From an optimization exercise on the open Yosys and OpenROAD flow, aimed at small area, a short achievable clock period and few clock cycles per item; shortcuts taken in it are not production practice. Where RTL was checked, it was by simulation tests only, not by an equivalence proof against the original. Power is estimated from default activity; no workload was simulated.

== v17 ==
## sort_top
module sort_top ( t_go, t_rst, t_clk, t_n, t_wr_en, t_wr_addr, t_wr_data, t_sorted_data, t_done);
input t_go, t_rst, t_clk;
input [5:0] t_n;
input t_wr_en;
input [4:0] t_wr_addr;
input [7:0] t_wr_data;
output [7:0] t_sorted_data;
output t_done;
localparam R = 4;        
localparam C = 8;        
reg [7:0] v [0:R-1][0:C-1];
reg       act_e;         
reg       act_o;         
reg       merge;         
reg       calm1;         
reg       calm2;         
reg [3:0] cnt;           
reg [5:0] left;          
reg [3:0] rl [0:R-1];    
reg [5:0] n_q;           
reg [7:0] out_q;
reg       done_q;
wire idle = ~act_e & ~act_o & ~merge;
function gt8(input [7:0] x, input [7:0] y);
  reg [7:0] g, l;
  reg [3:0] g1, l1;
  reg [1:0] g2, l2;
  integer i;
  begin
    g = x & ~y;
    l = ~x & y;
    for (i = 0; i < 4; i = i + 1) begin
      g1[i] = g[2*i+1] | (~l[2*i+1] & g[2*i]);
      l1[i] = l[2*i+1] | (~g[2*i+1] & l[2*i]);
    end
    for (i = 0; i < 2; i = i + 1) begin
      g2[i] = g1[2*i+1] | (~l1[2*i+1] & g1[2*i]);
      l2[i] = l1[2*i+1] | (~g1[2*i+1] & l1[2*i]);
    end
    gt8 = g2[1] | (~l2[1] & g2[0]);
  end
endfunction
wire [C-2:0] sw [0:R-1];
wire [R-1:0] row_sw;
wire [R-1:0] hv;
wire [R-1:0] win;
genvar r, j, q;
generate
  for (r = 0; r < R; r = r + 1) begin : g_row
    for (j = 0; j < C-1; j = j + 1) begin : g_pair
      wire act = (j % 2 == 1) ? act_o : act_e;
      assign sw[r][j] = act & (n_q > R * (j + 1) + r) & gt8(v[r][j], v[r][j+1]);
    end
  ...
Size in the first run: ~2300 cells after synthesis, ~300 flip-flops, roughly 32 I/O pins.
==> flow/config.mk <==
export PLATFORM = sky130hd
export DESIGN_NAME = sort_top
export DESIGN_NICKNAME = sort_top
export VERILOG_FILES = /design/flow/design.v
export SDC_FILE = /design/flow/constraint.sdc
export NUM_CORES = 4
export LEC_CHECK = 0
export CAP_MARGIN = 20
export CORE_MARGIN = 2
export CORE_UTILIZATION = 55
export CTS_BUF_LIST = sky130_fd_sc_hd__clkbuf_8
export PLACE_DENSITY = 0.65
export SETUP_SLACK_MARGIN = 4.0
export SLEW_MARGIN = 20
==> flow/constraint.sdc <==
create_clock -name core_clock -period 6.5 [get_ports {t_clk}]
set_input_delay 1.3000 -clock core_clock [delete_from_list [all_inputs] [get_ports {t_clk}]]
set_output_delay 1.3000 -clock core_clock [all_outputs]
set_load 0.01 [all_outputs]
standard.sh (not shown) runs the stock make flow with config.mk's settings and CLKGATE_MAP_FILE= SYNTH_SCRIPT=/design/flow/synth_recipe.tcl, a recipe that flattens the netlist after the stock synthesis.
==> flow/flow/run.sh <==
#!/bin/bash
# The standard layout (standard.sh), except that abc maps the logic with an
# area-oriented script (flow/area.abc) in place of ORFS's speed script. The
# synthesis is otherwise synth_recipe.tcl unchanged, so the registers and their
# names are the standard synthesis's. Each tool's output goes to a log here.
set -euo pipefail
W=$PWD
{
  printf 'proc abc {args} {\n'
  printf '  set i [lsearch -exact $args -script]\n'
  printf '  if {$i >= 0} { lset args [expr {$i + 1}] %s }\n' "$W/flow/area.abc"
  printf '  yosys abc {*}$args\n'
  printf '}\n'
  cat "$W/synth_recipe.tcl"
} > "$W/area_synth.tcl"
sed "s#SYNTH_SCRIPT=[^ ]*synth_recipe.tcl#SYNTH_SCRIPT=$W/area_synth.tcl#" "$W/standard.sh" > "$W/area_standard.sh"
grep -q "SYNTH_SCRIPT=$W/area_synth.tcl" "$W/area_standard.sh"
bash "$W/area_standard.sh" > "$W/make.log" 2>&1
==> flow/flow/area.abc <==
strash
dch
map -a
topo
stime -c
v17: PASS, flow complete, no timing, DRC or antenna violations
Input-level comparison between v20 and v17:
Settings: SETUP_SLACK_MARGIN now 3.6, was 4.0.
Findings:
Looking at slowest stage cell on the critical path, the o41ai_4 result is from v17; the clkdlybuf4s50_1 one comes from v20.
Looking only at total routed wire length on the met1 layer, and setting everything else aside, the higher value of v20 and v17 goes to v17.
v20 vs v17: number of clock-tree buffers in the layout up slightly
Max net count of the finished layout across v20 and v17: v17
met2 global-route usage down 3.1 points in v20 wrt v17
In v20, largest net degree at the start of global routing is higher than in v17.
Lower static leakage power among v20 and v17: v20
Sequential cell area delta for v20 relative to v17: 49 um^2 lower
Going from v17 to v20, via count lower, time the final worst path needs with I/O delays and setup higher, synthesis-to-layout area growth lower, critical path depth lower.
Edits applied to the flow inputs when going from v20 to v9:
Settings: CORE_UTILIZATION now 40, was 55; SETUP_SLACK_MARGIN now 4.0, was 3.6; PLACE_DENSITY now 0.5, was 0.65; CTS_BUF_LIST no longer set, was sky130_fd_sc_hd__clkbuf_8.
Findings:
v9: flow completed, timing, DRC and antenna clean. v20 has higher count of clock-buffer cells in the layout than v9. v9 does worse than v20 on power. Measured against each other, v9 and v20 differ in count of cells along the worst register-to-register path, the lower figure coming from v20. From v20 to v9 the numbers moved as follows: via count of the first global-routing pass now larger, count of cells resized by post-cts repair now larger, global placer's final weighted congestion now smaller, critical path depth now larger. Delta (v9 minus v20): endpoint arrival time on the critical path down 180 ps; share of the final layout cell area in multi-input gates went down by 0.60 points; area occupied by registers +0.73%.
No run of this note included a check of the RTL's function; only the layout flow was run.

* * *

## build 57
Another version of the RTL of sort_top (not shown whole).
Size in the first run: roughly 2400 cells after synthesis, about 290 flip-flops, roughly 32 I/O pins.
==> flow/config.mk <==
export PLATFORM = sky130hd
export DESIGN_NAME = sort_top
export DESIGN_NICKNAME = sort_top
export VERILOG_FILES = /design/flow/design.v
export SDC_FILE = /design/flow/constraint.sdc
export NUM_CORES = 4
export LEC_CHECK = 0
export CAP_MARGIN = 20
export CORE_MARGIN = 2
export CORE_UTILIZATION = 40
export PLACE_DENSITY = 0.5
export SETUP_SLACK_MARGIN = 4.4
export SLEW_MARGIN = 20
==> flow/constraint.sdc <==
create_clock -name core_clock -period 6.5 [get_ports {t_clk}]
set_input_delay 1.3000 -clock core_clock [delete_from_list [all_inputs] [get_ports {t_clk}]]
set_output_delay 1.3000 -clock core_clock [all_outputs]
set_load 0.01 [all_outputs]
run.sh (not shown) runs the stock make flow with config.mk's settings and CLKGATE_MAP_FILE= SYNTH_SCRIPT=/design/flow/synth_recipe.tcl, a recipe that flattens the netlist after the stock synthesis.
Stock flow here: none of the scripts above is used.
Testbench counts of build 57, summed over its fixed seeds: cycles 4,999, items 1,645.
--- input diff build 57..trial 84 ---
Settings: SETUP_SLACK_MARGIN changed from 4.4 to 4.0.
--- outcome ---
- Min area of all placed cells without fillers across trial 84 and build 57: trial 84
- As of trial 84, overall power consumption had fallen by more than 10% compared to build 57.
- Trial 84 finished all stages; the layout is clean.
- The busiest layer in global routing comes out met1 in one run and met2 in the other, namely in trial 84 and build 57 respectively.
- Global-route usage for trial 84: 1.7 points down relative to build 57
- Diff build 57 -> trial 84: signed area change from the synthesized netlist to the final layout decreased 22 points; critical path depth dropped 8; maximum frequency climbed 4.7%; half-perimeter wire length after placement higher; fraction of area in clock buffers and inverters rose 1.7 points.
- What trial 84 reported for via count has to be multiplied by 1.07 to get the figure for build 57.
- The met2 wire length reported for trial 84 is smaller than that of build 57 by about 18%.

* * *

sort_top, a different RTL version from the one above (not shown whole).
For scale: about 2,300 cells after synthesis, ~17,000 sq um of cells after synthesis.
==> flow/design.v (excerpt) <==
module sort_top ( t_go, t_rst, t_clk, t_n, t_wr_en, t_wr_addr, t_wr_data, t_sorted_data, t_done);
clock: 6.5 ns
lec_check: 0
cap_margin: 20
core_margin: 2
core_utilization: 40
cts_cluster_diameter: 60
cts_cluster_size: 24
place_density: 0.5
setup_slack_margin: 4.3
slew_margin: 20
standard.sh (not shown) runs the stock make flow with config.mk's settings and CLKGATE_MAP_FILE= SYNTH_SCRIPT=/design/flow/synth_recipe.tcl, a recipe that flattens the netlist after the stock synthesis.
==> flow/flow/run.sh <==
#!/bin/bash
# The standard layout (standard.sh), except that abc maps the logic with an
# area-oriented script (flow/area.abc) in place of ORFS's speed script, and
# that the make variables listed in flow/make_args.txt (one per line) are
# added to ORFS's make command line. The synthesis is otherwise
# synth_recipe.tcl unchanged, so the registers and their names are the
# standard synthesis's. Each tool's output goes to a log here.
set -euo pipefail
W=$PWD
{
  printf 'proc abc {args} {\n'
  printf '  set i [lsearch -exact $args -script]\n'
  printf '  if {$i >= 0} { lset args [expr {$i + 1}] %s }\n' "$W/flow/area.abc"
  printf '  yosys abc {*}$args\n'
  printf '}\n'
  cat "$W/synth_recipe.tcl"
} > "$W/area_synth.tcl"
EXTRA=""
if [[ -f "$W/flow/make_args.txt" ]]; then
  while IFS= read -r line; do
    [[ -n "$line" ]] && EXTRA+=" '$line'"
  done < "$W/flow/make_args.txt"
fi
sed -e "s#SYNTH_SCRIPT=[^ ]*synth_recipe.tcl#SYNTH_SCRIPT=$W/area_synth.tcl#" \
    -e "s#^make -C \([^ ]*\) #make -C \1$EXTRA #" "$W/standard.sh" > "$W/area_standard.sh"
grep -q "SYNTH_SCRIPT=$W/area_synth.tcl" "$W/area_standard.sh"
bash "$W/area_standard.sh" > "$W/make.log" 2>&1
==> flow/flow/make_args.txt <==
MATCH_CELL_FOOTPRINT=0
BUFFER_PORTS_ARGS=-buffer_cell sky130_fd_sc_hd__buf_4
Scripts as last shown in full above: flow/flow/area.abc
Testbench counts at the start, summed over its fixed seeds: cycles 4,189, items 1,645.
Then changed:
CORE_UTILIZATION = 50   (was 40)
CTS_CLUSTER_DIAMETER = unset   (was 60)
CTS_CLUSTER_SIZE = unset   (was 24)
PLACE_DENSITY = 0.55   (was 0.5)
SETUP_SLACK_MARGIN = 4.2   (was 4.3)
Result: The changed run passed the timing, DRC and antenna checks. Design area went down by a few percent. First-iteration DRC count went up by roughly a tenth. Wire length went down by a little under a tenth. Power went down by a few percent. Clock power went down by a little under a tenth. Sequential share of layout area went up by 1.4 points. Combinational power went down by a little under a tenth. Register-to-register slack is worse by 0.09 ns. Die area went down by about a fifth. Fmax went up slightly.
Then changed:
==> flow/flow/make_args.txt (replaced) <==
MATCH_CELL_FOOTPRINT=0
BUFFER_PORTS_ARGS=-buffer_cell sky130_fd_sc_hd__buf_4
CTS_ARGS=-sink_clustering_enable -repair_clock_nets -sink_clustering_size 40 -sink_clustering_max_diameter 80
CORE_UTILIZATION = 40   (was 50)
PLACE_DENSITY = 0.5   (was 0.55)
Outcome: Clock-buffer cell count drops by 20. Maximum frequency drops by 2.7%. Area after synthesis does not change. Synthesized cell count is unchanged.

[what the ideal ports hide]
No port has a modelled driver above. Below, the same layouts with a new extraction and two added sets of constraints. Step 1: set_driving_cell puts a clkbuf_16 on t_clk and a buf_2 on each other input, an assumption about the parent block. Step 2 times the ports against the registers' clock, not the clock port: input delays grow and output delays shrink by t, the midpoint of the rising clock arrivals with the driver on. Slacks: ideal / step 1 / step 2; pairs: ideal / step 1.
run	shift t [ns]	setup WS [ns]	worst setup path at the end	pins driven straight from the clock port
v17	0.677	3.782 / 3.782 / 3.187	input to register	1
v20	0.625	3.609 / 3.632 / 3.007	input to register	1
v9	0.624	3.778 / 3.778 / 3.355	input to register	1
build 57	0.622	3.904 / 3.904 / 3.828	input to register	1
trial 84	0.609	4.021 / 3.964 / 3.677	input to register	1
the first run of note 3	0.607	4.220 / 4.158 / 3.737	input to register	1
the second run of note 3	0.577	4.247 / 4.189 / 3.743	input to register	1
the third run of note 3	0.620	4.184 / 4.123 / 3.684	input to register	1
After both steps setup and hold are still met in every run listed. The setup slack of v20, which loses most, moves by +0.023 ns with the drivers and by -0.602 ns with both steps.
